Background: an optimization exercise with open tools, aiming at small area and a short achievable clock period. Do not read the settings as production practice. RTL that was checked went through simulation tests only; none was proved equivalent to the original. Only the layout flow was run in runs 1 and 6; the RTL was not checked for function there. Power is estimated from default activity; no workload was simulated.

===== flow/config.mk =====
export PLATFORM = sky130hd
export DESIGN_NAME = CPU
export DESIGN_NICKNAME = CPU
export VERILOG_FILES = /design/flow/design.v
export SDC_FILE = /design/flow/constraint.sdc
export NUM_CORES = 4
export LEC_CHECK = 0
export ABC_AREA = 1
export CAP_MARGIN = 20
export CORE_MARGIN = 2
export CORE_UTILIZATION = 55
export SETUP_SLACK_MARGIN = 5
export SLEW_MARGIN = 20

===== flow/constraint.sdc =====
create_clock -name core_clock -period 10.5 [get_ports {clk}]
set_input_delay 2.1000 -clock core_clock [delete_from_list [all_inputs] [get_ports {clk}]]
set_output_delay 2.1000 -clock core_clock [all_outputs]
set_load 0.01 [all_outputs]

===== flow/design.v =====
module CPU (
    input wire clk,
    input wire rst_n,
    input wire [8-1:0] int_flag,
    output wire [16-1:0] inst_addr,
    input  wire [16-1:0] inst_data,
    output wire [16-1:0] mem_addr,
    output wire [16-1:0] mem_wd,
    input  wire [16-1:0] mem_rd,
    output wire            mem_ctrl
);
    reg [15:0] pc;
    reg [15:0] id_inst;
    reg        id_valid, id_inc;    
    reg [15:0] ex_a, ex_b;      
    reg [ 7:0] ex_imm;          
    reg [ 2:0] ex_rd;
    reg [ 2:0] ex_op;           
    reg [ 1:0] ex_rwsel;        
    reg        ex_we;           
    reg        ex_mem;          
    reg        ex_sub;          
    reg        ex_mul;          
    reg        ex_csrw;         
    reg        ex_jal, ex_jr;
    reg        ex_beq, ex_ble;
    reg [15:0] rf [1:7];
    reg [ 7:1] rf_v;
    reg [31:0] cycle;
    reg [15:0] mtvec, mcause, mepc, mie, mstatus, mscratch;
    reg        s_write, s_mret;    
    reg        i_entry, i_ret;     
    reg        int_en;
    reg        gie_q;
    wire        sub     = ex_sub;
    wire [15:0] bb      = ex_b ^ {16{sub}};    
    wire [15:0] sum     = ex_a + bb + {15'b0, sub};
    wire [ 5:0] addr_lo = {1'b0, ex_a[4:0]} + {1'b0, ex_imm[4:0]};
    wire [10:0] addr_h1 = ex_a[15:5] + 1'b1;
    wire [15:0] addr    = {addr_lo[5] ? addr_h1 : ex_a[15:5], addr_lo[4:0]};
    wire [15:0] prod    = ex_a * ex_b;
    wire        shr     = ex_op[0];
    reg  [15:0] sh_in, srl_o;
    integer n;
    always @(*) for (n = 0; n < 16; n = n + 1) sh_in[n] = shr ? ex_a[15-n] : ex_a[n];
    wire [15:0] sh_o    = (|ex_b[15:4]) ? 16'b0 : (sh_in << ex_b[3:0]);
    always @(*) for (n = 0; n < 16; n = n + 1) srl_o[n] = sh_o[15-n];
    wire [15:0] sll_o   = sh_o;
    reg [15:0] alu;
    always @(*) begin
        case (ex_op)
            3'b000, 3'b001: alu = sum;
            3'b010: alu = sum;      
            3'b011: alu = ex_a & bb;
            3'b100:  alu = ex_a | bb;
            3'b101: alu = ex_a ^ bb;
            3'b110: alu = sll_o;
            default: alu = srl_o;
        endcase
    end
    wire eq = (sum == 16'b0);
    wire lt = (ex_a[15] ^ ex_b[15]) ? ex_a[15] : sum[15];
    wire int_assert = i_entry | i_ret;
    wire jump_flag  = int_assert | ex_jal | ex_jr | (ex_beq & eq) | (ex_ble & lt);
    wire [15:0] jump_pc = int_assert ? (i_entry ? mtvec : mepc) :
                          ex_jr ? sum : {8'b0, ex_imm};
    reg [15:0] csr_rdata;
    always @(*) begin
        case (ex_imm[4:0])
            5'd0: csr_rdata = cycle[15:0];
            5'd1: csr_rdata = cycle[31:16];
            5'd2: csr_rdata = mtvec;
            5'd3: csr_rdata = mcause;
            5'd4: csr_rdata = mepc;
            5'd5: csr_rdata = mie;
            5'd6: csr_rdata = mstatus;
            5'd7: csr_rdata = mscratch;
            default: csr_rdata = 16'b0;
        endcase
    end
    wire [15:0] wb_o = (ex_rwsel == 2'b01) ? mem_rd :
                       (ex_rwsel == 2'b10) ? csr_rdata : alu;
    wire [15:0] wb = ex_mul ? prod : wb_o;
    assign mem_addr = addr;
    assign mem_wd   = ex_b;
    assign mem_ctrl = ex_mem;
    wire int_any  = (int_flag != 8'h00) & mstatus[3];
    wire mret_en  = (id_inst == 16'h0000) & int_en & ~gie_q;
    wire idle     = ~s_write & ~s_mret;
    wire take     = idle & mstatus[3] & (int_flag == 8'b00000001);
    wire clear    = int_any | mret_en | ~idle | jump_flag;
    wire [15:0] id_addr = id_valid ? pc - {15'b0, id_inc} : 16'b0;
    wire [15:0] cap_addr = jump_flag ? {8'b0, ex_imm} : id_addr;
    always @(posedge clk) gie_q <= mstatus[3];
    always @(posedge clk or negedge rst_n) begin
        if (~rst_n) begin
            s_write <= 1'b0;
            s_mret  <= 1'b0;
            i_entry <= 1'b0;
            i_ret   <= 1'b0;
            int_en  <= 1'b0;
        end else begin
            s_write <= take;
            s_mret  <= idle & ~int_any & mret_en;
            i_entry <= s_write;
            i_ret   <= s_mret;
            if (idle & int_any) int_en <= 1'b1;
            else if (idle & mret_en) int_en <= 1'b0;
        end
    end
    wire csr_we = ex_csrw;
    wire [4:0] csr_wa = ex_imm[4:0];
    always @(posedge clk or negedge rst_n) begin
        if (~rst_n) cycle <= 32'b0;
        else cycle <= cycle + 1'b1;
    end
    always @(posedge clk or negedge rst_n) begin
        if (~rst_n) begin
            mtvec <= 16'b0;
            mcause <= 16'b0;
            mepc <= 16'b0;
            mie <= 16'b0;
            mstatus <= 16'b0;
            mscratch <= 16'b0;
        end else begin
            if (csr_we && csr_wa == 5'd2) mtvec <= ex_a;
            if (take) mcause <= 16'h0004;
            else if (csr_we && csr_wa == 5'd3) mcause <= ex_a;
            if (take) mepc <= cap_addr;
            else if (csr_we && csr_wa == 5'd4) mepc <= ex_a;
            if (csr_we && csr_wa == 5'd5) mie <= ex_a;
            if (csr_we && csr_wa == 5'd6) mstatus <= ex_a;
            else if (i_entry) mstatus[3] <= 1'b0;
            else if (i_ret) mstatus[3] <= mstatus[7];
            if (csr_we && csr_wa == 5'd7) mscratch <= ex_a;
        end
    end
    assign inst_addr = pc;
    wire pc_stall = (pc == 1024 - 1) || (inst_data == 16'b0);
    wire [15:0] pc_inc = pc + 1'b1;
    wire [15:0] pc_seq = (clear | pc_stall) ? pc : pc_inc;
    always @(posedge clk) begin
        if (~rst_n) pc <= 16'b0;
        else pc <= jump_flag ? jump_pc : pc_seq;
    end
    always @(posedge clk) begin
        if (~rst_n | clear) begin
            id_inst  <= 16'b0;
            id_valid <= 1'b0;
        end else begin
            id_inst  <= inst_data;
            id_valid <= 1'b1;
        end
        id_inc <= ~pc_stall;
    end
    wire [4:0] op = id_inst[4:0];
    wire [2:0] rd = id_inst[7:5];
    wire [2:0] rs = id_inst[10:8];
    wire d_alu  = (op[4:3] == 2'b00);             
    wire d_alui = (op[4:3] == 2'b10);             
    wire d_lw   = (op == 5'b11000);
    wire d_sw   = (op == 5'b11001);
    wire d_csrr = (op == 5'b11010);
    wire d_csrw = (op == 5'b11011);
    wire d_jal  = (op == 5'b11100);
    wire d_jr   = (op == 5'b11101);
    wire d_li   = (op == 5'b11110);
    wire d_rc   = (op == 5'b11111);
    wire d_beq  = (op == 5'b01000);
    wire d_ble  = (op == 5'b01001);
    wire d_immsel = d_jal | d_jr | d_li;
    wire d_immop  = d_alui | d_lw | d_sw | d_csrr | d_csrw | d_jal | d_jr | d_li;
    wire d_we     = d_alu | d_alui | d_lw | d_csrr | d_jal | d_li;
    wire [2:0] d_op = (d_alu | d_alui) ? op[2:0] : 3'b000;
    wire [1:0] d_rwsel = d_lw ? 2'b01 : d_csrr ? 2'b10 : 2'b00;
    wire [7:0] d_imm = d_immsel ? id_inst[15:8] : {3'b0, id_inst[15:11]};
    wire       absel = d_lw | d_sw;
    wire [2:0] ra = absel ? rs : rd;
    wire [2:0] rb = d_sw ? rd : rs;
    wire fwd_a = ex_we & (ra == ex_rd);
    wire fwd_b = ex_we & (rb == ex_rd);
    reg [15:0] rf_a, rf_b;
    integer k;
    always @(*) begin
        rf_a = 16'b0;
        rf_b = 16'b0;
        for (k = 1; k < 8; k = k + 1) begin
            if (ra == k && rf_v[k]) rf_a = rf[k];
            if (rb == k && rf_v[k]) rf_b = rf[k];
        end
    end
    wire        b_imm  = d_immop & ~d_sw;
    wire [15:0] a_o    = fwd_a ? wb_o : rf_a;
    wire [15:0] b_o    = b_imm ? {8'b0, d_imm} : fwd_b ? wb_o : rf_b;
    wire        a_prod = fwd_a & ex_mul;
    wire        b_prod = fwd_b & ex_mul & ~b_imm;
    wire [15:0] a_next = a_prod ? prod : a_o;
    wire [15:0] b_next = b_prod ? prod : b_o;
    always @(posedge clk) begin
        ex_a   <= a_next;
        ex_b   <= b_next;
        ex_imm <= d_imm;
        ex_rd  <= rd;
        ex_op  <= d_op;
        ex_rwsel <= d_rwsel;
        ex_sub <= ((d_alu | d_alui) & (op[2:0] == 3'b001)) | d_beq | d_ble;
        ex_mul <= (d_alu | d_alui) & (op[2:0] == 3'b010);
        if (~rst_n | clear) begin
            ex_we   <= 1'b0;
            ex_mem  <= 1'b0;
            ex_csrw <= 1'b0;
            ex_jal  <= 1'b0;
            ex_jr   <= 1'b0;
            ex_beq  <= 1'b0;
            ex_ble  <= 1'b0;
        end else begin
            ex_we   <= d_we;
            ex_mem  <= d_sw;
            ex_csrw <= d_csrw;
            ex_jal  <= d_jal;
            ex_jr   <= d_jr;
            ex_beq  <= d_beq;
            ex_ble  <= d_ble;
        end
    end
    always @(posedge clk) begin
        if (~rst_n | d_rc) rf_v <= 7'b0;
        else if (ex_we && ex_rd != 3'd0) rf_v[ex_rd] <= 1'b1;
    end
    always @(posedge clk) begin
        if (ex_we && ex_rd != 3'd0) rf[ex_rd] <= wb;
    end
endmodule

===== flow/flow/run.sh =====
#!/bin/bash
# Standard ORFS layout, with two changes to how it is made:
#  - synthesis leaves adders to ABC instead of mapping them onto the library's
#    full/half-adder cells (which are slow in sky130hd);
#  - ports are buffered with plain buffers instead of delay buffers.
set -euo pipefail
bash standard.sh ADDER_MAP_FILE= "BUFFER_PORTS_ARGS=-buffer_cell sky130_fd_sc_hd__buf_2" finish > flow_standard.log 2>&1

===== flow/standard.sh =====
#!/bin/bash
# synth_recipe.tcl (not shown) runs the flow's synth.tcl, then flattens the netlist and writes it again
# the make line also repeats each setting of config.mk as NAME=value (left out here)
make -C /OpenROAD-flow-scripts/flow DESIGN_CONFIG=/design/flow/config.mk WORK_HOME=/design/flow/orfs CLKGATE_MAP_FILE= SYNTH_SCRIPT=/design/flow/synth_recipe.tcl "${@:-finish}"

==> reports/metrics.cfg, run 1 <==
[grt]
grt_pass1_wl_mm=130
grt.total_usage_pct=37.8
met2_usage_pct=56.1
grt_start_max_net_pins=82
antenna_found_initial=1
grt_use_met3_pct=7.12
use_met1_pct=54.0
gr-total-overflow=0
busiest_layer=met2
grt_pass1_vias=22794

[placement]
port_buffers=90
pre_cts_slack_ns=4.47
place.gp.congestion=1.00
hpwl_mm=63.6
placed_area_um2=25000
place_inst=4166

[sta]
slew_headroom_pct=28.3
setup_viol=0
skew_ns=0.0305
fin_hold_ws_ns=0.387
rsz0062_at_grt=no
worstMarginPinSlew_ns=1.06
slew_viol_final=0
finalHoldViolCount=0
post-route-period-util_pct=50.7
fin_ws_ns=5.18
setup-tns-final_ns=0
fmax_mhz=188
finalCriticalPeriod_ns=5.32

[routing]
dr.pass1.iters=8
vias=24818
drt_iter0_drc=2831
drc=0
ant_nets=0
wl_per_cell_um=20.1
viasPerCell=5.84
routed_wl_mm=85.5

[floorplanning]
die_x_um=213
core_area_um2=43200
initial_utilization_pct=55.7
die_h_um=213
die_area_um2=45400
io_pins=91
rows=76

[worst_setup_path]
crit_start=ex_a[0]
timing.rr.start=ex_b[3]
crit_end=mem_addr[15]
critPathArrivalTime_ns=3.22
r2r_end=pc[14]
cp-start-kind=flop
reg2regPathDepth=22
critPathKind=reg -> out
required_ns=8.40
path_depth=19
path_buf_inv=3
cpPeakStageDelay_ns=0.35
r2r_slack_ns=5.42
cpMaxStageDelayCell=dfxtp_4
worstPathMaxFanout=12
crit_chain=buf_12 > nand2_1 > o21ai_2 > nand2_1 > o21ai_2 > nand2_1 > o21ai_2 > nand2_2 > o21ai_4 > nand2_2 > nor3_4 > nand2_2 > nor2_4 > inv_2 > nor3_4 > nand3_2 > nor2_2 > xor2_1 > buf_2
cp-end-kind=output pin
crit_family=simple AND/OR/NAND/NOR gates

[logic_synthesis]
synth_top_area_cell=nand2_1
netlist_instances=3571
async_flop_share_pct=38.7
syn_area_um2=24100
synth_edf_count=112
synth_area_leaders=nand2_1 (18%), edfxtp_1 (14%), dfrtp_1 (14%), dfxtp_1 (8.2%), inv_1 (6.4%)
synth_cell_type_count=68
synth_seq_cells=344
ys_seq_area_share_pct=36.0
avgSynthCellArea_um2=6.74
syn-num-nets=3613
yosysWarningCount=1
synth_flop_cell=dfrtp_1
yosysMostFrequentCell=nand2_1
synth_top_cell_area_share_pct=18.3
yosys-top-cells-count=nand2_1 (1173), inv_1 (408), nor2_1 (339)

[finish]
layout.nets=3676
drive_above_1_share_pct=10.1
nFillCells=4109
fin_cells=4248
diodes=0
design_area_um2=26500
area_growth_pct=10.3

[clock_network]
clk_latency_ns=0.58
clock_path_buffers=3
clockRootBuffer=clkbuf_16
postCtsHoldBufs=0
cts_max_level=2
cts_tree=yes
cts_buffers=38
clock_sinks=344
clk_pin_slew_ns=0.06

[power]
p_per_area_nw_per_um2=131
ir_drop_mv=0.151
p_leak_nw=12.7

[outcome]
status=finished clean

[job]
maxCapViolCount=0

[hold_path]
hp-class=reg -> reg

## through the flow
step / power, mW / util [%]
3_5_place_dp: 2.07 / 57.9
5_1_grt: 3.58 / 61.5
4_1_cts: 3.46 / 61.2
2_1_floorplan: 1.85 / -
3_3_place_gp: 2.07 / 57.9
6_report: 3.48 / 61.5
## worst min-delay path by stage
stage	from	endpoint	cells past startpoint
floorplan	s_mret	i_ret	0
global placement	s_write	i_entry	0
detailed placement	s_mret	i_ret	0
CTS	id_inst[7]	ex_rd[2]	0
global route	s_write	i_entry	0
finish	s_mret	i_ret	0
## final cells by class
| type | instances | area (µm²) | share of cell area (%) |
|---|---|---|---|
| multi-input cells | 2655 | 13200 | 49.6 |
| flip-flops and latches | 344 | 8690 | 32.8 |
| inverters | 443 | 1670 | 6.27 |
| clock buffers | 50 | 1060 | 3.98 |
| repair buffers | 152 | 975 | 3.67 |
| well taps | 585 | 732 | 2.76 |
| clock inverters | 19 | 251 | 0.947 |
## state kept, by name (all words and copies together), names as in the netlist, 8 cells and up
| signal | cells |
|---|---|
| pc | 16 |
| mtvec | 16 |
| ex_b | 16 |
| mepc | 16 |
| mie | 16 |
| cycle | 32 |
| mcause | 16 |
| rf | 112 |
| mscratch | 16 |
| mstatus | 16 |
| ex_imm | 8 |
| id_inst | 16 |
| ex_a | 16 |
## cell families after synthesis
group / share of synthesized area, %
and+or+nand+nor: 34.3
xor gates and xnor gates: 4.41
buffers and inverters: 9.63
DFF: 36.0
muxes: 0.166
AOI/OAI and AO/OA: 15.4
## repair_timing
action	4_1_cts	5_1_grt
buffers inserted	4	7
cloned	1	0
endpoints found under the setup margin	9	5
pin swaps	1	5
resized for setup	19	13
## worst reg2reg max path, stage by stage (launching register included)
cell and delay [ns]:
dfxtp_1 1.00, xnor2_1 0.26, nor2_1 0.37, inv_2 0.09
nand2_1 0.12, inv_2 0.06, nand2_1 0.08, nand2_2 0.07
nand2_1 0.06, nand3_1 0.10, nand2_1 0.08, nand2_1 0.08
nand2_1 0.13, nand2_1 0.08, xor2_1 0.47, nand2_1 0.10
nor3_1 0.22, nand4_2 0.46, o2111ai_1 0.52, buf_4 0.32
inv_2 0.13, nand2_1 0.09, a21oi_1 0.06
## layout by cell type, fill, tap and decap left out, types with 9 or more instances in the layout
cell type / count
nand2_1: 1168
inv_1: 407
nor2_1: 337
o21ai_0: 254
nand3_1: 180
dfrtp_1: 133
a21oi_1: 130
edfxtp_1: 112
dfxtp_1: 93
buf_2: 89
xor2_1: 80
buf_4: 57
nand4_1: 55
clkbuf_16: 38
nand2_2: 33
a221oi_1: 32
o21ai_1: 31
xnor2_1: 29
nor3_1: 26
inv_2: 26
nand3b_1: 25
o211ai_1: 24
nand3_2: 23
o2111ai_1: 20
o22ai_1: 19
o221ai_1: 18
a22oi_1: 16
nor3_2: 12
nor4_1: 11
clkinv_1: 11
or2_2: 11
a211oi_1: 10
nor2_4: 9
## routing by layer
| metal | up-vias | routed length, µm |
|---|---|---|
| met5 | - | 13 |
| met4 | 2 | 3880 |
| met3 | 203 | 8990 |
| met2 | 1268 | 35600 |
| met1 | 11511 | 37000 |
| li1 | 11834 | - |
## where the power goes
part           leakage (nW)  switching [mW]  internal (mW)  total, mW
Clock                 0.641           0.576          0.818       1.39
Combinational          8.56           0.455          0.153      0.608
Sequential             3.53          0.0380           1.44       1.47
Total                  12.7            1.07           2.41       3.48
==> run 2: changes to the inputs <==
--- a/flow/design.v
+++ b/flow/design.v
@@ -59,5 +59,5 @@
         endcase
     end
-    wire eq = (sum == 16'b0);
+    wire eq = &(ex_a ^ bb);    
     wire lt = (ex_a[15] ^ ex_b[15]) ? ex_a[15] : sum[15];
     wire int_assert = i_entry | i_ret;
--- a/flow/config.mk
+++ b/flow/config.mk
@@ -6,5 +6,4 @@
 export NUM_CORES = 4
 export LEC_CHECK = 0
-export ABC_AREA = 1
 export CAP_MARGIN = 20
 export CORE_MARGIN = 2
==> run 2 against run 1 <==
Net effect:
- clock skew rose by 0.0013 ns
- synthesized area fell by 0.92%
- combinational power rose by 18%
- setup slack got worse by 0.11 ns
- register-to-register slack got worse by 0.25 ns
- clock-buffer cell count rose by 2
- synthesized cell count fell by 24%
==> reports/metrics.cfg, run 2 <==
[outcome]
status=finished clean

[routing]
viasPerCell=6.60  ; +13%
drt_iter0_drc=2908  ; +2.7%
drc=0  ; unchanged
vias=22079  ; -11%
routed_wl_mm=86.7  ; +1.4%
dr.pass1.iters=6  ; -2
wl_per_cell_um=25.9  ; +29%
ant_nets=0  ; unchanged

[finish]
multi_input_area_um2=14300  ; +8.8%
drive_above_1_share_pct=13.2  ; +3.1 points
largest_reg_flops=112  ; unchanged
top_register=rf
layout.nets=2768  ; -25%
layout_commonest_cell=nand2_1
final_cell_mix=nand2_1 (378), nor2_1 (211), xnor2_1 (199)
seqCellArea_um2=8690  ; unchanged
area_growth_pct=10.6
top_regs=rf x112, cycle x32
nFillCells=3777  ; -8.1%

[job]
maxCapViolCount=0  ; unchanged

[worst_setup_path]
cp-start-kind=flop
r2r_slack_ns=5.17  ; -0.25 ns
crit_start=ex_a[1]
timing.rr.start=ex_sub
r2r_end=rf[7][14]
required_ns=8.40  ; about the same
critPathKind=reg -> out
reg2regPathDepth=16  ; -27%
worstPathMaxFanout=4  ; -8
cp-end-kind=output pin
critPathArrivalTime_ns=3.33  ; +0.11 ns
crit_end=mem_addr[15]

[clock_network]
cts_max_level=2  ; unchanged
clk_pin_slew_ns=0.06  ; about the same
clockRootBuffer=clkbuf_16
cts_buffers=38  ; unchanged
postCtsHoldBufs=0  ; unchanged
clock_path_buffers=3  ; unchanged
cts_tree=yes
clk_latency_ns=0.57  ; about the same
clock_sinks=344  ; unchanged

[logic_synthesis]
ys_seq_area_share_pct=36.4  ; +0.33 points
avgSynthCellArea_um2=8.74  ; +30%
synth_seq_cells=344  ; unchanged
syn-num-nets=2770  ; -23%
synth_area_leaders=edfxtp_1 (14%), dfrtp_1 (14%), dfxtp_1 (8.3%), xnor2_1 (7.5%), nand2_1 (6.0%)
netlist_instances=2728  ; -24%
synth_cell_type_count=99  ; +46%
async_flop_share_pct=38.7  ; unchanged
synth_flop_cell=dfrtp_1
yosysMostFrequentCell=nand2_1
yosysWarningCount=1  ; unchanged
synth_top_area_cell=edfxtp_1
yosys-top-cells-count=nand2_1 (378), nor2_1 (212), xnor2_1 (205)
synth_top_cell_area_share_pct=14.1  ; -4.2 points
synth_edf_count=112  ; unchanged
syn_area_um2=23800  ; -0.92%

[placement]
hpwl_mm=59.4  ; -6.5%
place.gp.congestion=1.03  ; +2.8%
port_buffers=90  ; unchanged
pre_cts_slack_ns=4.51  ; +0.0456 ns

[power]
netSwitchingFraction_pct=30.1  ; -0.67 points
p_per_area_nw_per_um2=137  ; +4.7%
combPwrFrac_pct=19.8  ; +2.3 points
p_seq_share_pct=40.7  ; -1.7 points
pwr-share-clk_pct=39.5  ; -0.6 points
netSwitchingPower_mw=1.09  ; +1.8%
ir_drop_mv=0.183  ; +21%
p_int_mw=2.53  ; +5.0%
p_leak_nw=9.91  ; -22%

[sta]
fmax_mhz=184  ; -2.1%
setup_viol=0  ; unchanged
skew_ns=0.0317  ; +0.00127 ns
rsz0062_at_grt=no
post-route-period-util_pct=51.8  ; +1.1 points
setup-tns-final_ns=0  ; unchanged
slew_viol_final=0  ; unchanged
finalHoldViolCount=0  ; unchanged
slew_headroom_pct=26.2  ; -2.1 points
worstMarginPinSlew_ns=1.09  ; +0.0310 ns
finalCriticalPeriod_ns=5.43  ; +0.113 ns
fin_ws_ns=5.07  ; -0.113 ns

[hold_path]
hp-class=reg -> reg

[grt]
grt_pass1_wl_mm=128  ; -1.6%
grt_start_max_net_pins=77  ; -6.1%
antenna_found_initial=4  ; +3
grt.total_usage_pct=38.1  ; +0.28 points
gr-total-overflow=0  ; unchanged
grt_pass1_vias=20653  ; -9.4%

[floorplanning]
rows=76  ; unchanged
core_area_um2=42900  ; -0.66%
io_pins=91  ; unchanged
die_h_um=212  ; -0.45%
die_x_um=212  ; -0.45%
die_area_um2=45000  ; -0.90%
initial_utilization_pct=55.6  ; -0.15 points

## run 2: cell count changes after synthesis, sizes merged, moves of 37 or more
| cell | change |
|---|---|
| xnor2 | +180 |
| nand2 | -822 |
| mux2 | +62 |
| inv | -377 |
| nor2 | -137 |
| nand4 | -37 |
| a22oi | +106 |
| clkbuf | +65 |
| nand3 | -126 |
| o21ai | -124 |
| a31oi | +43 |
| and2 | +44 |
| maj3 | +73 |
## run 2: worst min path at each step
stage | startpoint | to | slack (ns) | depth (start not counted)
after floorplan | id_inst[7] | ex_rd[2] | 0.36 | 0
after global placement | id_inst[7] | ex_rd[2] | 0.39 | 0
after detailed placement | id_inst[7] | ex_rd[2] | 0.38 | 0
after CTS | id_inst[7] | ex_rd[2] | 0.39 | 0
after global routing | id_inst[7] | ex_rd[2] | 0.41 | 0
final | id_inst[7] | ex_rd[2] | 0.40 | 0
## run 2: repair_timing
| item | CTS | global route |
|---|---|---|
| resized for setup | 23 | 28 |
| pin swaps | 1 | 5 |
| gates cloned | 1 | 0 |
| setup endpoints to repair | 35 | 90 |
| setup buffers | 4 | 6 |
## run 2: power groups by stage
stage          clock, mW  combinational (mW)  sequential, mW
2_1_floorplan          0               0.444            1.48
3_3_place_gp           0               0.666            1.49
3_5_place_dp           0               0.672            1.50
4_1_cts             1.44               0.683            1.47
5_1_grt             1.50               0.754            1.47
6_report            1.43               0.717            1.47
## run 2: logic make-up (layout without fill, tap and decap cells)
| group | after synthesis | after routing | share of synthesized area [%] |
|---|---|---|---|
| XOR/XNOR | 334 | 334 | 13.8 |
| AO/OA/AOI/OAI | 715 | 715 | 20.4 |
| AND/OR/NAND/NOR | 909 | 909 | 17.4 |
| flip-flops | 344 | 344 | 36.4 |
| multiplexers | 93 | 93 | 4.47 |
| other | 0 | 4 | 0 |
| buffers and inverters | 260 | 287 | 4.37 |
| adder cells (fa/ha/maj) | 73 | 73 | 3.08 |
## run 2: worst max-delay path, cell delays in order (launching register included)
cell and delay (ns):
dfxtp_4 0.35, buf_12 0.13, a31oi_4 0.19, a21oi_4 0.05, maj3_2 0.32, maj3_2 0.33, maj3_2 0.32, and2_4 0.17
nand3_2 0.09, nor2_2 0.05, and2_4 0.19, and3_4 0.19, nand4_1 0.10, xnor2_1 0.13, buf_2 0.15
## run 2: per-layer routing
layer / global-route usage (%) / share of wire, % / vias up
li1: - / - / 9874
met1: 52.4 / 41 / 10675
met2: 56.5 / 43 / 1282
met3: 9.35 / 11 / 246
met4: 17.7 / 5.0 / 2
met5: 0 / 0.0081 / -
## run 2: cell type report
type                    instances  share of cell area (%)
multi-input cells            2124                    54.3
flip-flops and latches        344                    33.0
clock buffers                  52                    4.04
repair buffers                158                    3.95
well taps                     585                    2.78
clock inverters                17                    1.03
inverters                      60                   0.882
diodes                          4                  0.0380
## run 2: through the flow
| stage | hold WS [ns] | std cells | instance area [µm²] | util (%) | power (mW) |
|---|---|---|---|---|---|
| 3_3_place_gp | 0.386 | 3260 | 24700 | 57.6 | 2.16 |
| 2_1_floorplan | 0.362 | 2728 | 23800 | - | 1.93 |
| 3_5_place_dp | 0.384 | 3260 | 24700 | 57.6 | 2.17 |
| 5_1_grt | 0.408 | 3340 | 26400 | 61.5 | 3.73 |
| 4_1_cts | 0.393 | 3334 | 26200 | 61.1 | 3.59 |
| 6_report | 0.402 | 3344 | 26400 | 61.5 | 3.62 |
==> run 3: changes to the inputs <==
--- a/flow/config.mk
+++ b/flow/config.mk
@@ -6,7 +6,8 @@
 export NUM_CORES = 4
 export LEC_CHECK = 0
+export ABC_AREA = 1
 export CAP_MARGIN = 20
 export CORE_MARGIN = 2
-export CORE_UTILIZATION = 55
+export CORE_UTILIZATION = 70
 export SETUP_SLACK_MARGIN = 5
 export SLEW_MARGIN = 20
==> run 3 against run 2 <==
Net effect:
- synthesized cell count rose by 30%
- cell count up 22%
- sequential share of layout area up 0.47 points
- utilization grew 16 points
- critical path depth rose by 6
- highest routed layer is now met4
- still clean on timing, DRC and antenna
- register-to-register slack improved by 0.22 ns
- maximum frequency down 2.6%
- sequential power about the same
- worst hold slack worse by 0.019 ns
- sequential cell count is the same
- clock-buffer cell count decreased by 3
- critical endpoint unchanged
- synthesized area down 0.22%
==> reports/metrics.cfg, run 3 <==
[sta]
skew_ns=0.0296  ; -0.00215 ns
finalCriticalPeriod_ns=5.58  ; +0.144 ns
rsz0062_at_grt=yes
fmax_mhz=179  ; -2.6%
post-route-period-util_pct=53.1  ; +1.4 points
setup-tns-final_ns=0  ; unchanged
worstMarginPinSlew_ns=1.25  ; +0.160 ns
setup_viol=0  ; unchanged
finalHoldViolCount=0  ; unchanged
slew_viol_final=0  ; unchanged
slew_headroom_pct=15.5  ; -11 points

[job]
maxCapViolCount=0  ; unchanged

[logic_synthesis]
synth_edf_count=112  ; unchanged
yosys.area_share.simple_pct=31.8  ; +14 points
avgSynthCellArea_um2=6.70  ; -23%
synth_top_cell_area_share_pct=17.6  ; +3.5 points
synthAdderAreaFrac_pct=0.0421  ; -3.0 points
synth_mux_area_share_pct=0.0841  ; -4.4 points
yosysWarningCount=1  ; unchanged
synth_area_leaders=nand2_1 (18%), edfxtp_1 (14%), dfrtp_1 (14%), dfxtp_1 (8.3%), inv_1 (7.4%)
synth_flop_cell=dfrtp_1
yosys-top-cells-count=nand2_1 (1118), inv_1 (472), nor2_1 (312)
async_flop_share_pct=38.7  ; unchanged
synth_cell_type_count=65  ; -34%
synth_top_family_by_area=simple AND/OR/NAND/NOR gates
synth_compound_area_share_pct=17.3  ; -3.2 points
synth_seq_cells=344  ; unchanged
ys_seq_area_share_pct=36.5  ; +0.078 points
syn-num-nets=3591  ; +30%
synth_top_area_cell=nand2_1
synthXorXnorAreaFrac_pct=4.12  ; -9.7 points
netlist_instances=3549  ; +30%
syn_area_um2=23800  ; -0.22%
yosysMostFrequentCell=nand2_1

[power]
netSwitchingPower_mw=1.12  ; +2.5%
netSwitchingFraction_pct=31.6  ; +1.5 points
combPwrFrac_pct=16.9  ; -2.9 points
p_int_mw=2.42  ; -4.4%
p_seq_share_pct=42.3  ; +1.6 points
ir_drop_mv=0.174  ; -4.8%
p_leak_nw=12.8  ; +29%
pwr-share-clk_pct=40.8  ; +1.3 points
p_per_area_nw_per_um2=136  ; -0.95%

[worst_setup_path]
cp-start-kind=flop
worstPathMaxFanout=3  ; -1
crit_start=ex_a[1]
critPathArrivalTime_ns=3.48  ; +0.15 ns
r2r_slack_ns=5.39  ; +0.22 ns
crit_end=mem_addr[15]
timing.rr.start=ex_b[0]
r2r_end=rf[1][12]
required_ns=8.40  ; about the same
reg2regPathDepth=26  ; +10
cp-end-kind=output pin
critPathKind=reg -> out

[routing]
dr.pass1.iters=10  ; +4
viasPerCell=6.55  ; -0.85%
drc=0  ; unchanged
wl_per_cell_um=22.1  ; -15%
vias=26669  ; +21%
routed_wl_mm=90.1  ; +4.0%
drt_iter0_drc=4424  ; +52%
ant_nets=0  ; unchanged

[finish]
top_regs=rf x112, cycle x32
largest_reg_flops=112  ; unchanged
diodes=0  ; -4
area_growth_pct=9.31
top_register=rf
fin_cells=4074  ; +22%
drive_above_1_share_pct=7.78  ; -5.5 points
nFillCells=2348  ; -38%
layout_commonest_cell=nand2_1
final_cell_mix=nand2_1 (1112), inv_1 (470), nor2_1 (309)
layout.nets=3638  ; +31%

[floorplanning]
die_area_um2=35500  ; -21%
initial_utilization_pct=70.9  ; +15 points
die_h_um=188  ; -11%
io_pins=91  ; unchanged
core_area_um2=33500  ; -22%
rows=67  ; -12%
die_x_um=188  ; -11%

[grt]
antenna_found_initial=0  ; -4
gr-total-overflow=0  ; unchanged
grt_start_max_net_pins=74  ; -3.9%
grt_pass1_vias=24579  ; +19%
grt_pass1_wl_mm=137  ; +6.6%
grt.total_usage_pct=49.9  ; +12 points

[clock_network]
cts_tree=yes
cts_max_level=2  ; unchanged
clk_pin_slew_ns=0.06  ; about the same
clk_latency_ns=0.59  ; +0.02 ns
postCtsHoldBufs=0  ; unchanged
clock_path_buffers=3  ; unchanged
cts_buffers=38  ; unchanged
clock_sinks=344  ; unchanged
clockRootBuffer=clkbuf_16

[placement]
place.gp.congestion=1.10  ; +6.4%
hpwl_mm=62.4  ; +4.9%
port_buffers=90  ; unchanged
place_inst=3986  ; +22%

[hold_path]
hp-class=reg -> reg

[outcome]
status=finished clean

==> run 3: cell count changes in the layout (fill, tap and decap cells not counted), moves of 98 or more <==
cell     previous run  this run
xnor2_1           199        28
nand2_1           378      1112
a22oi_1           122        17
inv_1              54       470
nor2_1            211       309
o21ai_0           158       270
nand3_1            77       224
==> run 3: kinds of logic (layout without fill, tap and decap cells) <==
logic type,Yosys count,in the layout
xor gates and xnor gates,104,104
buffers and inverters,613,690
adders and majority gates,1,1
and+or+nand+nor,1806,1806
AOI/OAI and AO/OA,679,679
muxes,2,2
DFF,344,344
==> run 3: metrics by stage <==
step	util, %	setup WS [ns]	area, µm²	power, mW	hold slack (ns)
5_1_grt	77.6	4.85	26000	3.60	0.394
6_report	77.6	4.92	26000	3.53	0.383
3_5_place_dp	72.8	4.50	24400	2.06	0.365
2_1_floorplan	-	5.64	23800	1.85	0.354
4_1_cts	77.3	5.01	25900	3.46	0.379
3_3_place_gp	72.8	4.73	24400	2.04	0.361
==> run 3: power by group through the flow <==
stage,clock network [mW],logic (mW),registers (mW)
after floorplan,0,0.371,1.48
after global placement,0,0.524,1.51
final,1.44,0.596,1.50
after detailed placement,0,0.539,1.52
after CTS,1.42,0.553,1.49
after global routing,1.47,0.635,1.49
==> run 3: final cells by class <==
cell class                      count  area [µm²]  area share (%)
Multi-Input combinational cell   2592       12800            49.1
Sequential cell                   344        8690            33.4
Clock inverter                     21         295            1.14
Tap cell                          448         561            2.16
Clock buffer                       49        1020            3.94
Inverter                          481        1810            6.96
Timing Repair Buffer              139         862            3.31
==> run 3: what timing repair did <==
item | 4_1_cts | 5_1_grt
endpoints found under the hold margin | 0 | 0
resized for setup | 27 | 8
pin swaps | 6 | 8
buffers inserted | 7 | 10
cloned | 1 | 0
endpoints found under the setup margin | 10 | 4
==> run 3: worst min path at each step <==
stage	startpoint	to	slack (ns)	cells past startpoint
after floorplan	s_mret	i_ret	0.35	0
after global placement	s_write	i_entry	0.36	0
after detailed placement	s_mret	i_ret	0.37	0
after CTS	s_mret	i_ret	0.38	0
after global routing	s_mret	i_ret	0.39	0
final	s_mret	i_ret	0.38	0
==> run 3: critical path, cell delays in order (launching register included) <==
cell,delay (ns)
dfxtp_4,0.39
clkinvlp_4,0.10
nand2_2,0.06
nand2_2,0.05
o21ai_2,0.12
nand2_1,0.08
o21ai_2,0.07
nand2_1,0.08
o21ai_2,0.08
nand2_2,0.09
o21ai_4,0.11
nand2_2,0.12
nor3_4,0.15
nand2_1,0.11
nor2_2,0.18
inv_2,0.10
nor3_4,0.32
nand2_2,0.16
nor3_2,0.21
xor2_1,0.16
buf_2,0.15
==> run 3: layer usage <==
metal	up-vias	global-route usage, %	wire (µm)
met2	2328	74.8	37500
li1	11772	-	-
met3	537	17.3	14500
met1	12032	63.5	31700
met4	0	27.3	6410
met5	-	0	0
==> run 4: changes to the inputs <==
--- a/flow/config.mk
+++ b/flow/config.mk
@@ -9,5 +9,7 @@
 export CAP_MARGIN = 20
 export CORE_MARGIN = 2
-export CORE_UTILIZATION = 70
+export CORE_UTILIZATION = 55
+export CTS_CLUSTER_DIAMETER = 60
+export CTS_CLUSTER_SIZE = 30
 export SETUP_SLACK_MARGIN = 5
 export SLEW_MARGIN = 20
==> run 4 against run 3 <==
Net effect:
- still clean
- sequential share of layout area hardly changed
- via count is 7.6% lower
- global-route usage decreased by 12 points
- non-clock buffer count fell by 1
- worst hold slack gained 0.00088 ns
- combinational power is essentially flat
- first-iteration DRC count is 31% lower
- cell count rose by 3.0%
- utilization fell by 17 points
- critical path type unchanged
- critical endpoint unchanged
- largest cell class unchanged
==> reports/metrics.cfg, run 4 <==
[power]
pwr-share-clk_pct=38.2  ; -2.6 points
combPwrFrac_pct=17.8  ; +0.9 points
netSwitchingFraction_pct=33.8  ; +2.2 points
ir_drop_mv=0.193  ; +11%
p_leak_nw=12.7  ; -0.51%
p_per_area_nw_per_um2=129  ; -4.8%
p_int_mw=2.23  ; -7.8%
p_seq_share_pct=44.0  ; +1.7 points
netSwitchingPower_mw=1.14  ; +2.0%

[logic_synthesis]
async_flop_share_pct=38.7  ; unchanged
synth_edf_count=112  ; unchanged
synth_seq_cells=344  ; unchanged
syn-num-nets=3591  ; unchanged
synth_top_area_cell=nand2_1
synth_cell_type_count=65  ; unchanged
synth_flop_cell=dfrtp_1
syn_area_um2=23800  ; unchanged
yosysMostFrequentCell=nand2_1
synth_top_cell_area_share_pct=17.6  ; unchanged
synth_area_leaders=nand2_1 (18%), edfxtp_1 (14%), dfrtp_1 (14%), dfxtp_1 (8.3%), inv_1 (7.4%)
netlist_instances=3549  ; unchanged
avgSynthCellArea_um2=6.70  ; unchanged
ys_seq_area_share_pct=36.5  ; unchanged
yosys-top-cells-count=nand2_1 (1118), inv_1 (472), nor2_1 (312)
yosysWarningCount=1  ; unchanged

[hold_path]
hp-class=reg -> reg
whs_endpoint=i_entry
holdPathStages=0  ; unchanged
hold_path_startpoint=s_write

[routing]
drt_iter0_drc=3059  ; -31%
wl_per_cell_um=20.5  ; -7.2%
drc=0  ; unchanged
viasPerCell=5.87  ; -10%
vias=24645  ; -7.6%
wl_met1_mm=36.5  ; +15%
ant_nets=0  ; unchanged
dr.max_layer_used=met4
routed_wl_mm=86.1  ; -4.4%
dr.pass1.iters=5  ; -5
wl_met3_mm=10.0  ; -31%
route.met2.wl_mm=35.2  ; -5.9%

[sta]
worstMarginPinSlew_ns=1.13  ; -0.127 ns
finalHoldViolCount=0  ; unchanged
fmax_mhz=186  ; +3.8%
rsz0062_at_grt=yes
setup-tns-final_ns=0  ; unchanged
finalCriticalPeriod_ns=5.38  ; -0.202 ns
fin_ws_ns=5.12  ; +0.202 ns
post-route-period-util_pct=51.2  ; -1.9 points
setup_viol=0  ; unchanged
slew_viol_final=0  ; unchanged
skew_ns=0.0345  ; +0.00487 ns
slew_headroom_pct=24.0  ; +8.5 points

[grt]
grt_start_max_net_pins=76  ; +2.7%
antenna_found_initial=4  ; +4
grt.total_usage_pct=37.9  ; -12 points
gr-total-overflow=0  ; unchanged
grt_pass1_vias=22443  ; -8.7%
grt_pass1_wl_mm=130  ; -5.2%

[finish]
largest_reg_flops=112  ; unchanged
area_growth_pct=9.44
fin_cells=4197  ; +3.0%
final_cell_mix=nand2_1 (1110), inv_1 (470), nor2_1 (310)
layout.nets=3629  ; -0.25%
top_register=rf
layout_commonest_cell=nand2_1
top_regs=rf x112, cycle x32
drive_above_1_share_pct=7.70  ; -0.076 points

[placement]
place_inst=4127  ; +3.5%
place.gp.congestion=1.05  ; -3.9%
port_buffers=90  ; unchanged
pre_cts_slack_ns=4.48  ; -0.0236 ns
hpwl_mm=64.3  ; +3.1%

[worst_setup_path]
critPathArrivalTime_ns=3.28  ; -0.20 ns
required_ns=8.40  ; about the same
crit_start=ex_a[1]
cp-start-kind=flop
timing.rr.start=ex_b[0]
r2r_end=rf[5][11]
worstPathMaxFanout=3  ; unchanged
reg2regPathDepth=20  ; -23%
r2r_slack_ns=5.38  ; about the same
critPathKind=reg -> out
cp-end-kind=output pin

[floorplanning]
die_h_um=212  ; +13%
io_pins=91  ; unchanged
core_area_um2=42900  ; +28%
die_area_um2=44900  ; +27%
die_x_um=212  ; +13%
initial_utilization_pct=55.5  ; -15 points
rows=76  ; +13%

[outcome]
status=finished clean

[clock_network]
postCtsHoldBufs=0  ; unchanged
cts_tree=yes
clk_pin_slew_ns=0.08  ; +0.02 ns
clock_sinks=344  ; unchanged
cts_buffers=30  ; -21%
clockRootBuffer=clkbuf_16
clock_path_buffers=3  ; unchanged
cts_max_level=1  ; -1
clk_latency_ns=0.62  ; +0.03 ns

[job]
maxCapViolCount=0  ; unchanged

==> run 4: cell counts after synthesis <==
No cell type changed its count.
==> run 4: power by group through the flow <==
stage,clock network [mW],logic [mW],registers (mW)
after floorplan,0,0.371,1.48
after global placement,0,0.559,1.51
after detailed placement,0,0.567,1.51
after CTS,1.29,0.576,1.48
after global routing,1.33,0.644,1.48
final,1.29,0.598,1.48
==> run 4: stage by stage <==
step	hold slack, ns	power, mW	cell area [µm²]	util [%]
global route	0.388	3.46	26000	60.7
global placement	0.361	2.07	24600	57.4
finish	0.384	3.37	26000	60.7
detailed placement	0.363	2.08	24600	57.4
floorplan	0.354	1.85	23800	-
CTS	0.382	3.35	25900	60.4
==> run 4: critical path, stage by stage, from the launching register on <==
cell,delay [ns]
dfxtp_4,0.38
clkinvlp_4,0.10
nand2_2,0.06
nand2_2,0.06
o21ai_2,0.17
nand2_1,0.08
o21ai_2,0.07
nand2_1,0.08
o21ai_2,0.08
nand2_2,0.08
o21ai_4,0.10
nand2_2,0.11
nor3_4,0.20
nand2_2,0.09
nor2_4,0.15
inv_2,0.08
nor3_4,0.18
nand2_2,0.11
nor3_2,0.18
xor2_1,0.17
buf_2,0.15
==> run 4: how the worst max path moves through the flow <==
| stage | slack (ns) | to | cells past startpoint |
|---|---|---|---|
| floorplan | 5.64 | mem_addr[15] | 19 |
| global placement | 4.62 | mem_addr[15] | 20 |
| detailed placement | 4.48 | mem_addr[15] | 20 |
| CTS | 5.00 | mem_addr[15] | 20 |
| global route | 4.96 | mem_addr[15] | 20 |
| finish | 5.12 | mem_addr[15] | 20 |
==> run 4: layout make-up <==
class	instances	area (µm²)
multi-input cells	2592	12800
well taps	585	732
diodes	2	5.00
repair buffers	138	862
flip-flops and latches	344	8690
inverters	481	1810
clock inverters	23	358
fillers	4089	16900
clock buffers	32	801
==> run 4: per-layer routing <==
layer,vias to the layer above,track usage (%)
li1,11734,-
met1,11419,53.9
met2,1289,54.9
met3,203,8.38
met4,0,17.1
met5,-,0
==> run 4: logic make-up (layout without fill, tap and decap cells) <==
| logic type | Yosys count | after routing | share of synthesized area (%) |
|---|---|---|---|
| and+or+nand+nor | 1806 | 1806 | 31.8 |
| AOI/OAI and AO/OA | 679 | 679 | 17.3 |
| buffers and inverters | 613 | 674 | 10.3 |
| DFF | 344 | 344 | 36.5 |
| xor gates and xnor gates | 104 | 104 | 4.12 |
| muxes | 2 | 2 | 0.0842 |
| adders and majority gates | 1 | 1 | 0.0421 |
| other | 0 | 2 | 0 |
==> run 4: timing repair <==
action,in CTS,in global routing
gates resized for setup,22,15
endpoints found under the setup margin,10,5
setup buffers,3,8
gates cloned,1,0
pin swaps,0,8
==> run 5: changes to the inputs <==
==> flow/flow/run.sh (replaced) <==
#!/bin/bash
set -euo pipefail
bash standard.sh ADDER_MAP_FILE= "BUFFER_PORTS_ARGS=-buffer_cell sky130_fd_sc_hd__buf_2" SETUP_SLACK_MARGIN=6 finish > flow_standard.log 2>&1
--- a/flow/config.mk
+++ b/flow/config.mk
@@ -10,6 +10,3 @@
 export CORE_MARGIN = 2
 export CORE_UTILIZATION = 55
-export CTS_CLUSTER_DIAMETER = 60
-export CTS_CLUSTER_SIZE = 30
-export SETUP_SLACK_MARGIN = 5
 export SLEW_MARGIN = 20
==> run 5 against run 4 <==
Net effect:
- setup slack improved by 0.054 ns
- largest cell class unchanged
- combinational power rose by 2%
- cell count up 1.4%
- die area unchanged
- clock skew is 0.0083 ns lower
- first-iteration DRC count down 3.8%
- sequential power about the same
- register-to-register slack improved by 0.74 ns
- utilization is 1.5 points higher
- largest power group unchanged
- still clean
- final area up 2.4%
==> reports/metrics.cfg, run 5 <==
[grt]
grt_pass1_vias=23149  ; +3.1%
antenna_found_initial=4  ; unchanged
grt.total_usage_pct=39.6  ; +1.7 points
gr-total-overflow=0  ; unchanged
grt_start_max_net_pins=75  ; -1.3%
grt_pass1_wl_mm=134  ; +3.6%

[clock_network]
clock_path_buffers=3  ; unchanged
cts_max_level=2  ; +1
clk_latency_ns=0.58  ; -0.04 ns
cts_buffers=39  ; +30%
clock_sinks=344  ; unchanged
cts_tree=yes
clockRootBuffer=clkbuf_16
clk_pin_slew_ns=0.07  ; about the same
postCtsHoldBufs=0  ; unchanged

[logic_synthesis]
yosys-top-cells-count=nand2_1 (1118), inv_1 (472), nor2_1 (312)
synth_cell_type_count=65  ; unchanged
synth_edf_count=112  ; unchanged
synth_top_area_cell=nand2_1
yosysMostFrequentCell=nand2_1
synth_top_cell_area_share_pct=17.6  ; unchanged
synth_area_leaders=nand2_1 (18%), edfxtp_1 (14%), dfrtp_1 (14%), dfxtp_1 (8.3%), inv_1 (7.4%)
syn_area_um2=23800  ; unchanged
synth_flop_cell=dfrtp_1
syn-num-nets=3591  ; unchanged
netlist_instances=3549  ; unchanged
async_flop_share_pct=38.7  ; unchanged
synth_seq_cells=344  ; unchanged
yosysWarningCount=1  ; unchanged
ys_seq_area_share_pct=36.5  ; unchanged
avgSynthCellArea_um2=6.70  ; unchanged

[routing]
ant_nets=0  ; unchanged
drc=0  ; unchanged
viasPerCell=5.96  ; +1.5%
dr.pass1.iters=8  ; +3
drt_iter0_drc=2943  ; -3.8%
vias=25349  ; +2.9%
wl_per_cell_um=21.0  ; +2.1%
routed_wl_mm=89.2  ; +3.5%

[power]
netSwitchingPower_mw=1.10  ; -3.6%
p_seq_share_pct=42.3  ; -1.7 points
netSwitchingFraction_pct=31.2  ; -2.6 points
p_per_area_nw_per_um2=132  ; +2.1%
pwr-share-clk_pct=40.4  ; +2.2 points
ir_drop_mv=0.153  ; -20%
combPwrFrac_pct=17.3  ; -0.5 points
p_leak_nw=13.0  ; +2.5%
p_int_mw=2.42  ; +8.7%

[worst_setup_path]
cpMaxStageDelayCell=dfxtp_4
crit_family=simple AND/OR/NAND/NOR gates
cp-end-kind=output pin
cpPeakStageDelay_ns=0.37  ; about the same
required_ns=8.40  ; about the same
worstPathMaxFanout=3  ; unchanged
critPathKind=reg -> out
critPathArrivalTime_ns=3.22  ; -0.06 ns
cp-start-kind=flop
path_buf_inv=3  ; unchanged
cp_common_cell=nand2_2
crit_chain=buf_6 > nand2_4 > nand2_4 > o21ai_4 > nand2_2 > o21ai_2 > nand2_1 > o21ai_2 > nand2_2 > o21ai_4 > nand2_2 > nor3_4 > nand2_1 > nor2_2 > inv_2 > nor3_4 > nand2_2 > nor2_4 > xor2_2 > buf_2

[sta]
rsz0062_at_grt=yes
fin_ws_ns=5.18  ; +0.0536 ns
setup_viol=0  ; unchanged
skew_ns=0.0261  ; -0.00832 ns
worstMarginPinSlew_ns=1.16  ; +0.0285 ns
slew_viol_final=0  ; unchanged
slew_headroom_pct=22.1  ; -1.9 points
finalHoldViolCount=0  ; unchanged
finalCriticalPeriod_ns=5.32  ; -0.0536 ns
fmax_mhz=188  ; +1.0%
setup-tns-final_ns=0  ; unchanged
post-route-period-util_pct=50.7  ; -0.51 points

[finish]
layout.nets=3677  ; +1.3%
final_cell_mix=nand2_1 (1105), inv_1 (466), nor2_1 (310)
area_growth_pct=12.1
layout_commonest_cell=nand2_1
largest_reg_flops=112  ; unchanged
drive_above_1_share_pct=9.74  ; +2.0 points
top_register=rf
top_regs=rf x112, cycle x32

[floorplanning]
die_area_um2=44900  ; unchanged
io_pins=91  ; unchanged
die_h_um=212  ; unchanged
die_x_um=212  ; unchanged
rows=76  ; unchanged
core_area_um2=42900  ; unchanged
initial_utilization_pct=55.5  ; unchanged

[placement]
pre_cts_slack_ns=5.00  ; +0.520 ns
place.gp.congestion=1.05  ; -0.27%
port_buffers=90  ; unchanged
hpwl_mm=66.0  ; +2.6%

[job]
maxCapViolCount=0  ; unchanged

[hold_path]
hp-class=reg -> reg

[outcome]
status=finished clean

## run 5: cell counts after synthesis
No cell type changed its count.
## run 5: cell type report
type | instances | area (µm²)
inverter | 481 | 1830
clock inverter | 27 | 299
multi-input combinational | 2592 | 12900
timing repair buffer | 177 | 1180
sequential | 344 | 8710
tap | 585 | 732
antenna | 4 | 10.0
fill | 3876 | 16200
clock buffer | 45 | 1040
## run 5: final timing paths
kind / slack [ns] / from / end / cells after the start
worst min register to register: 0.39 / s_write / i_entry / 0
worst min-delay path: 0.39 / s_write / i_entry / 0
worst max register to register: 6.12 / ex_imm[3] / rf[6][9] / 9
worst max-delay path: 5.18 / ex_a[1] / mem_addr[14] / 20
min in group asynchronous: 1.57 / rst_n / mepc[14] / 1
max in group asynchronous: 7.57 / rst_n / cycle[1] / 2
## run 5: worst register-to-register path, cell delays in order (launching register included)
cell      delay, ns
dfxtp_1        0.43
nor2_1         0.68
nand3_1        0.82
o22ai_1        0.76
a221oi_1       0.14
a21oi_1        0.32
a21oi_1        0.07
nand2_1        0.06
o21ai_0        0.30
o21ai_2        0.53
## run 5: logic make-up (layout without fill, tap and decap cells)
logic type               after synthesis  in the layout  share of synthesized area, %
AND/OR/NAND/NOR                     1806           1806                          31.8
XOR/XNOR                             104            104                          4.12
buffers and inverters                613            730                          10.3
AO/OA/AOI/OAI                        679            679                          17.3
adder cells (fa/ha/maj)                1              1                        0.0421
flip-flops                           344            344                          36.5
multiplexers                           2              2                        0.0842
other                                  0              4                             0
## run 5: what timing repair did
action / 4_1_cts / 5_1_grt
buffers inserted: 30 / 23
pin swaps: 10 / 8
resized for setup: 35 / 48
setup endpoints to repair: 54 / 149
hold endpoints to repair: 0 / 0
## run 5: metrics by stage
step | power (mW) | cells | utilization (%) | instance area [µm²] | hold slack (ns)
after floorplan | 1.86 | 3549 | - | 23800 | 0.354
after global placement | 2.07 | 4126 | 57.5 | 24700 | 0.360
after detailed placement | 2.08 | 4126 | 57.5 | 24700 | 0.371
after CTS | 3.49 | 4228 | 61.4 | 26300 | 0.383
after global routing | 3.63 | 4251 | 62.1 | 26600 | 0.404
final | 3.52 | 4255 | 62.2 | 26700 | 0.386
## run 5: power groups by stage
stage	combinational [mW]	clock, mW	sequential (mW)
4_1_cts	0.572	1.43	1.49
6_report	0.610	1.42	1.49
2_1_floorplan	0.373	0	1.48
5_1_grt	0.659	1.48	1.49
3_3_place_gp	0.551	0	1.52
3_5_place_dp	0.561	0	1.52
## run 5: layer usage
metal / global-route usage, % / up-vias / routed length, µm
met1: 55.7 / 11843 / 38000
li1: - / 11859 / -
met4: 16.6 / 4 / 3930
met5: 0 / - / 31
met2: 58.7 / 1438 / 37400
met3: 8.92 / 205 / 9840
==> run 6: changes to the inputs <==
--- a/flow/design.v
+++ b/flow/design.v
@@ -15,4 +15,5 @@
     reg [15:0] ex_a, ex_b;      
     reg [ 7:0] ex_imm;          
+    reg [15:0] ex_ab;           
     reg [ 2:0] ex_rd;
     reg [ 2:0] ex_op;           
@@ -36,7 +37,7 @@
     wire [15:0] bb      = ex_b ^ {16{sub}};    
     wire [15:0] sum     = ex_a + bb + {15'b0, sub};
-    wire [ 5:0] addr_lo = {1'b0, ex_a[4:0]} + {1'b0, ex_imm[4:0]};
-    wire [10:0] addr_h1 = ex_a[15:5] + 1'b1;
-    wire [15:0] addr    = {addr_lo[5] ? addr_h1 : ex_a[15:5], addr_lo[4:0]};
+    wire [ 5:0] addr_lo = {1'b0, ex_ab[4:0]} + {1'b0, ex_imm[4:0]};
+    wire [10:0] addr_h1 = ex_ab[15:5] + 1'b1;
+    wire [15:0] addr    = {addr_lo[5] ? addr_h1 : ex_ab[15:5], addr_lo[4:0]};
     wire [15:0] prod    = ex_a * ex_b;
     wire        shr     = ex_op[0];
@@ -199,4 +200,5 @@
     always @(posedge clk) begin
         ex_a   <= a_next;
+        ex_ab  <= absel ? a_next : 16'b0;
         ex_b   <= b_next;
         ex_imm <= d_imm;
==> run 6 against run 5 <==
Net effect:
- largest power group is now the clock network
- critical path type unchanged
- critical endpoint unchanged
- still clean
- sequential share of layout area up 0.65 points
- first-iteration DRC count is 3.1% lower
- utilization grew 0.69 points
- highest routed layer unchanged
==> reports/metrics.cfg, run 6 <==
[finish]
drive_above_1_share_pct=9.88  ; +0.14 points
nFillCells=3916  ; +1.0%
design_area_um2=27200  ; +2.0%
top_register=rf
final_cell_mix=nand2_1 (1180), inv_1 (454), o21ai_0 (293)
largest_reg_flops=112  ; unchanged
layout.nets=3705  ; +0.76%
diodes=0  ; -4
layout_commonest_cell=nand2_1
top_regs=rf x112, cycle x32
fin_cells=4279  ; +0.56%
area_growth_pct=12.4

[worst_setup_path]
timing.rr.start=ex_b[0]
reg2regPathDepth=18  ; +9
r2r_end=rf[4][6]
worstPathMaxFanout=3  ; unchanged
cp-start-kind=flop
required_ns=8.40  ; about the same
critPathKind=reg -> out
critPathArrivalTime_ns=3.14  ; -0.08 ns
cp-end-kind=output pin
crit_end=mem_addr[14]
crit_start=ex_ab[1]
r2r_slack_ns=6.28  ; +0.16 ns

[logic_synthesis]
synth_top_family_by_area=simple AND/OR/NAND/NOR gates
synth_top_cell_area_share_pct=18.5  ; +0.82 points
synth_top_area_cell=nand2_1
yosysWarningCount=1  ; unchanged
ys_seq_area_share_pct=37.2  ; +0.70 points
avgSynthCellArea_um2=6.74  ; +0.54%
netlist_instances=3591  ; +1.2%
syn_area_um2=24200  ; +1.7%
synth_area_leaders=nand2_1 (18%), edfxtp_1 (14%), dfrtp_1 (14%), dfxtp_1 (9.5%), inv_1 (7.2%)
synth_seq_cells=360  ; +4.7%
yosys.area_share.simple_pct=31.7  ; -0.090 points
yosysMostFrequentCell=nand2_1
synthXorXnorAreaFrac_pct=4.23  ; +0.11 points
synthAdderAreaFrac_pct=0.124  ; +0.082 points
synth_mux_area_share_pct=0.248  ; +0.16 points
synth_cell_type_count=70  ; +7.7%
yosys-top-cells-count=nand2_1 (1190), inv_1 (462), o21ai_0 (306)
syn-num-nets=3633  ; +1.2%
async_flop_share_pct=36.9  ; -1.7 points
synth_flop_cell=dfrtp_1
synth_edf_count=112  ; unchanged
synth_compound_area_share_pct=16.9  ; -0.40 points

[power]
total_power_mw=3.65  ; +3.8%
ir_drop_mv=0.163  ; +6.3%
p_per_area_nw_per_um2=134  ; +1.7%
p_leak_nw=12.9  ; -0.62%

[floorplanning]
rows=76  ; unchanged
core_area_um2=43300  ; +0.89%
io_pins=91  ; unchanged
die_area_um2=45700  ; +1.7%
die_x_um=214  ; +0.84%
die_h_um=214  ; +0.84%
initial_utilization_pct=55.9  ; +0.46 points

[grt]
grt_start_max_net_pins=75  ; unchanged
grt_pass1_wl_mm=131  ; -2.2%
gr-total-overflow=0  ; unchanged
grt_pass1_vias=22979  ; -0.73%
antenna_found_initial=2  ; -2
grt.total_usage_pct=38.1  ; -1.5 points

[routing]
viasPerCell=5.87  ; -1.5%
ant_nets=0  ; unchanged
drt_iter0_drc=2852  ; -3.1%
routed_wl_mm=87.9  ; -1.5%
dr.pass1.iters=6  ; -2
vias=25121  ; -0.90%
wl_per_cell_um=20.5  ; -2.0%
drc=0  ; unchanged

[job]
maxCapViolCount=0  ; unchanged

[clock_network]
clk_latency_ns=0.59  ; about the same
clk_pin_slew_ns=0.06  ; about the same
cts_tree=yes
postCtsHoldBufs=0  ; unchanged
clock_sinks=360  ; +4.7%
clock_path_buffers=3  ; unchanged
cts_max_level=2  ; unchanged
cts_buffers=40  ; +2.6%
clockRootBuffer=clkbuf_16

[sta]
slew_viol_final=0  ; unchanged
post-route-period-util_pct=50.0  ; -0.74 points
setup-tns-final_ns=0  ; unchanged
slew_headroom_pct=25.2  ; +3.1 points
skew_ns=0.0312  ; +0.00503 ns
fmax_mhz=191  ; +1.5%
setup_viol=0  ; unchanged
rsz0062_at_grt=yes
finalHoldViolCount=0  ; unchanged
fin_hold_ws_ns=0.374  ; -0.0112 ns
finalCriticalPeriod_ns=5.24  ; -0.0775 ns
worstMarginPinSlew_ns=1.12  ; -0.0356 ns

[placement]
port_buffers=90  ; unchanged
placed_area_um2=25100  ; +1.9%
place_inst=4168  ; +1.0%
place.gp.congestion=1.02  ; -2.5%
hpwl_mm=64.4  ; -2.4%

[hold_path]
hp-class=reg -> reg

[outcome]
status=finished clean

==> run 6: changes by cell type in the layout (fill, tap and decap cells not counted), moves of 9 or more <==
cell and delta:
o21ai_0 +28, nand3_1 -52, buf_4 -14, o22ai_1 -15, nor2_4 +9, dfxtp_1 +9
nor2_2 +10, nor2_1 -47, nand4_1 +19, nand2_1 +75, dfxtp_4 +9, a31oi_1 +9
inv_1 -12, o221ai_1 -11
==> run 6: how the worst min path moves through the flow <==
stage / slack, ns / cells past startpoint / endpoint / startpoint
final: 0.37 / 0 / i_ret / s_mret
after global routing: 0.41 / 0 / i_ret / s_mret
after CTS: 0.38 / 0 / i_ret / s_mret
after detailed placement: 0.36 / 0 / i_ret / s_mret
after global placement: 0.36 / 0 / i_ret / s_mret
after floorplan: 0.35 / 0 / i_ret / s_mret
==> run 6: timing repair <==
item | CTS | global route
hold endpoints to repair | 0 | 0
resized for setup | 36 | 69
pin swaps | 12 | 13
endpoints found under the setup margin | 122 | 171
buffers inserted | 12 | 21
gates cloned | 0 | 3
==> run 6: per-stage QoR <==
stage / setup slack, ns / util, %
finish: 5.26 / 62.9
global route: 5.12 / 62.9
CTS: 5.21 / 61.9
detailed placement: 5.20 / 58.1
global placement: 5.48 / 58.1
floorplan: 5.96 / -
==> run 6: power breakdown <==
part	internal [mW]	switching (mW)	total, mW
Clock	0.940	0.620	1.56
Sequential	1.50	0.0588	1.55
Combinational	0.141	0.395	0.537
Total	2.58	1.07	3.65
==> run 6: layout make-up <==
| cell class | count | area [µm²] | share of cell area, % |
|---|---|---|---|
| repair inverters | 3 | 15.0 | 0.0552 |
| multi-input cells | 2632 | 13100 | 48.2 |
| inverters | 471 | 1790 | 6.59 |
| clock inverters | 24 | 368 | 1.35 |
| repair buffers | 155 | 1000 | 3.69 |
| well taps | 585 | 732 | 2.69 |
| clock buffers | 49 | 1110 | 4.10 |
| flip-flops and latches | 360 | 9060 | 33.3 |
==> run 6: logic make-up after synthesis <==
family | count (synthesis)
compound gates | 688
xor+xnor | 109
fa+ha+maj | 3
buf+inv | 599
flops | 360
mux | 6
simple gates | 1826
==> run 6: critical path: stages (launching register included) <==
cell and delay, ns:
dfxtp_4 0.36, xnor2_4 0.20, o21ai_4 0.09, maj3_2 0.32, maj3_2 0.36, a21oi_4 0.16
inv_2 0.06, nand2_2 0.06, nor2_2 0.04, inv_1 0.06, nor2_2 0.04, and2_4 0.14
nand2_4 0.06, inv_2 0.04, nand2_2 0.05, nor2_2 0.04, and2_4 0.17, a21oi_2 0.16
nor2_2 0.05, buf_2 0.13
==> run 6: routing by layer <==
layer | vias up | track usage (%) | wire, µm
li1 | 11938 | - | -
met1 | 11540 | 50.5 | 35800
met2 | 1368 | 57.8 | 37400
met3 | 271 | 9.27 | 9630
met4 | 4 | 19.9 | 4940
met5 | - | 0 | 27

-- port drivers added, routing unchanged --
No port has a modelled driver above. Below, the same layouts with a new extraction and two added sets of constraints. Step 1 assumes that a clkbuf_16 drives the clock port and a buf_2 every other input. Step 2 moves the port delays by t, midway between the first and last clock arrival at a register: inputs arrive t later, outputs are due t later. That takes back most of the time a late clock gives input paths. Slacks: no drivers / after step 1 / after step 2; pairs: no drivers / after step 1.
run	t (ns)	setup WS [ns]	worst setup path at the end
run 1	0.626	5.179 / 5.121 / 5.423	register to register
run 2	0.617	5.066 / 5.000 / 5.173	register to register
run 3	0.639	4.922 / 4.863 / 5.299	input to register
run 4	0.667	5.124 / 5.062 / 5.382	register to register
run 5	0.625	5.177 / 5.116 / 5.741	register to output
run 6	0.629	5.255 / 5.196 / 5.825	register to output
After both steps setup and hold are still met in every run listed.
